From an optimization exercise on the open Yosys and OpenROAD flow, aimed at a short achievable clock period and few clock cycles; shortcuts taken in it are not production practice.
Only simulation tests tie the RTL to the original design; equivalence was not proved.

Setup of east:
// cpu_core
module cpu_core(
    input logic clk,
    input logic reset_n,
    output logic[5:0] imem_reg,
    input logic[31:0] imem_data,
    output logic dmem_write,
    output logic[5:0] dmem_reg,
    output logic[31:0] dmem_write_data,
    input logic[31:0] dmem_read_data
);
For scale: roughly 15000 cells after synthesis, roughly 2300 flip-flops.
clock: 7.2 ns
lec_check: 0
abc_clock_period_in_ps: 2000
cap_margin: 20
cell_pad_in_sites_detail_placement: 1
cell_pad_in_sites_global_placement: 2
core_margin: 2
core_utilization: 22
place_density: 0.4
setup_slack_margin: 4.7
slew_margin: 20
tns_end_percent: 100
run.sh (not shown) runs the stock make flow with config.mk's settings and CLKGATE_MAP_FILE= SYNTH_SCRIPT=/design/flow/synth_recipe.tcl, a recipe that flattens the netlist after the stock synthesis.
The final layout from east, which completed every stage, passed the timing, design-rule and antenna checks at the end of the flow.
Testbench counts of east, summed over its fixed seeds: cycles 21,631.
Here is what was changed in the inputs of middle compared with east.
diff --git a/flow/design.v b/flow/design.v
--- a/flow/design.v
+++ b/flow/design.v
@@ -96,13 +96,13 @@
     logic [3:0]    q_pc [4];
     logic [3:0]    q_pd;
     logic        last_ok, last_d;
     logic [3:0]  last_pc;
     logic        tf_v, tf_d;
     logic [3:0]  tf_pc, tf_t;
-    logic        tm_v, tm_d, tm_hit;
+    logic        tm_v, tm_d;
     logic [3:0]  tm_pc, tm_t;
     logic        e_v0, e_v1, e_br0, e_br1, e_jmp0, e_jmp1, e_lw0, e_lw1, e_wr0, e_wr1;
     logic        e_sub0, e_sub1, e_pd0, e_pd1, e_fu1;
     logic [4:0]  e_rd0, e_rd1;
     logic [31:0] e_a0, e_b0, e_a1, e_b1, e_z1;
     logic        e_fz;
@@ -141,17 +141,14 @@
     assign e_fq_a = fused_eq(e_a1);
     assign e_fq_b = fused_eq(e_b1);
     assign e_eq0 = e_a0 == e_b0;
     assign e_eq1 = e_fu1 ? (e_fz ? e_fq_b : e_fq_a) : (e_a1 == e_b1);
     assign e_t0 = e_jmp0 || e_eq0;
     assign e_t1 = e_jmp1 || e_eq1;
-    logic e_v0e, e_v1e;
-    assign e_v0e = e_v0 && !tm_v;
-    assign e_v1e = e_v1 && !tm_v;
-    assign m0 = e_v0e && e_br0 && (e_t0 != e_pd0);
-    assign m1 = e_v1e && e_br1 && (e_t1 != e_pd1);
+    assign m0 = e_v0 && e_br0 && (e_t0 != e_pd0);
+    assign m1 = e_v1 && e_br1 && (e_t1 != e_pd1);
     assign redirect = m0 || m1;
     assign rtgt = m0 ? e_alt0 : e_alt1;
     logic [31:0]   wa, wb;
     logic [PW-1:0] pa, pb;
     logic [4:0]    a_rd, a_rs1, a_rs2, b_rd, b_rs1, b_rs2;
     logic          b_dep1, b_dep2, pair, issue;
@@ -296,16 +293,16 @@
     assign q1  = f_hit ? pt_q[fp] : (u_jump ? u_jt : fp1);
     assign g1    = ic[pt_q[fp]];
     assign g1p   = icp[pt_q[fp]];
     assign g1_ok = f_hit && pt_qc[fp];
     assign pd1   = pt_d1[fp];
     assign q2    = pt_n[fp];
-    assign push  = !tm_v && !q_v[3];
+    assign push  = !redirect && !q_v[3];
     assign push2 = push && g1_ok;
     always_comb begin
-        if (tm_v)        fp_next = tm_t;
+        if (redirect)    fp_next = rtgt;
         else if (push2)  fp_next = q2;
         else if (push)   fp_next = q1;
         else             fp_next = fp;
     end
     assign iv_f = iv | (16'd1 << ia);
     logic [3:0] pf1, pf2;
@@ -325,14 +322,14 @@
     assign ivf_fp   = iv_f[fp];
     logic [15:0] iv_f1;               
     assign iv_f1    = {iv_f[0], iv_f[15:1]};
     assign ivf_fp1  = iv_f1[fp];
     logic hit_next;                   
     always_comb begin
-        if (tm_v)
-            hit_next = tm_hit;
+        if (redirect)
+            hit_next = m0 ? ivf_alt0 : ivf_alt1;
         else if (!push)
             hit_next = f_hit || ivf_fp;
         else if (f_hit)
             hit_next = g1_ok && pt_nc[fp];
         else
             hit_next = u_jump ? iv_f[u_jt] : ivf_fp1;
@@ -342,13 +339,13 @@
     always_comb begin
         if (!issue)     s_v = q_v;
         else if (pair)  s_v = {2'b00, q_v[3:2]};
         else            s_v = {1'b0, q_v[3:1]};
         free1 = ~s_v & {s_v[2:0], 1'b1};
         free2 = ~s_v & ~{s_v[2:0], 1'b0} & {s_v[1:0], 2'b11} & 4'b1110;
-        if (tm_v)
+        if (redirect)
             qn_v = 4'd0;
         else
             qn_v = s_v | (push ? free1 : 4'd0) | (push2 ? free2 : 4'd0);
     end
     genvar k;
     generate
@@ -435,21 +432,21 @@
             mem_we  <= 1'b0;
         end else begin
             fp  <= fp_next;
             ia  <= ia_next;
             f_hit_r <= hit_next;
             q_v <= qn_v;
-            tf_v <= !tm_v && issue && ((pa[P_JMP] && last_ok) || (pair && pb[P_JMP]));
+            tf_v <= !redirect && issue && ((pa[P_JMP] && last_ok) || (pair && pb[P_JMP]));
             tm_v <= redirect;
-            if (tm_v || issue)
+            if (redirect || issue)
                 last_ok <= 1'b1;
-            e_v0   <= !tm_v && issue;
-            e_v1   <= !tm_v && issue && pair;
-            mem_we <= !redirect && !tm_v && issue && d_sw;
-            r_wr0  <= e_v0e && e_wr0;
-            r_wr1  <= e_v1e && e_wr1 && !m0;
+            e_v0   <= !redirect && issue;
+            e_v1   <= !redirect && issue && pair;
+            mem_we <= !redirect && issue && d_sw;
+            r_wr0  <= e_v0 && e_wr0;
+            r_wr1  <= e_v1 && e_wr1 && !m0;
         end
     end
     always_ff @(posedge clk) begin
         if (pa[P_JMP] && last_ok) begin
             tf_pc <= last_pc;
             tf_d  <= last_d;
@@ -459,16 +456,15 @@
             tf_d  <= q_pd[0];
             tf_t  <= q_pc[1] + {wb[25], wb[11:9]};
         end
         tm_pc <= m0 ? e_pc0 : e_pc1;
         tm_d  <= m0 ? e_t0 : e_t1;
         tm_t  <= rtgt;
-        tm_hit <= m0 ? ivf_alt0 : ivf_alt1;
-        if (tm_v) begin
-            last_pc <= tm_pc;
-            last_d  <= tm_d;
+        if (redirect) begin
+            last_pc <= m0 ? e_pc0 : e_pc1;
+            last_d  <= m0 ? e_t0 : e_t1;
         end else if (issue && pair) begin
             last_pc <= q_pc[1];
             last_d  <= q_pd[1];
         end else if (issue) begin
             last_pc <= q_pc[0];
             last_d  <= q_pd[0];
==> run notes <==
middle completed end to end with timing, DRC and antenna clean.
From east to middle the numbers moved as follows: post-detailed-route wirelength per cell picked up an extra 0.22 um, part of the cycle the worst path needs picked up an extra 3.2 points, total detailed-routing wirelength lost 4500 um, worst hold margin picked up an extra 130 ps.
[compare] base=east new=middle: total via count after detailed routing lost about 1.6%, final critical-path setup slack moved down.
In middle the synthesized cell count turned out 160 lower than in east.
Testbench counts of middle, summed over its fixed seeds: cycles 21,147.

[what the ideal ports hide]
The results above use ideal ports. As a check the final layouts listed here were re-extracted and re-timed, cells and wires unchanged.
Step 1 sets driving cells, clkbuf_16 on the clock port and buf_2 on the other inputs (assumed; they add their load-dependent delay and slew).
Step 2 adds t to the input delays and takes it off the output delays; t is the mean of the earliest and latest rising clock arrival at the registers after step 1. Input paths then give back, and output paths get back, about the clock's delay inside the block.
Slacks: no drivers / after step 1 / after step 2; pairs: no drivers / after step 1.
run | t (ns) | setup slack, ns | worst setup path after step 2 | clock arrival spread, ns | cell pins on the clock port's net
east | 1.144 | 3.053 / 3.053 / 2.606 | input to register | 0.100 / 0.100 | 1
middle | 1.183 | 2.823 / 2.823 / 2.420 | input to register | 0.095 / 0.095 | 1
After both steps setup and hold are still met in every run listed. The setup slack of east, which loses most, moves by 0.000 ns with the drivers and by -0.447 ns with both steps.
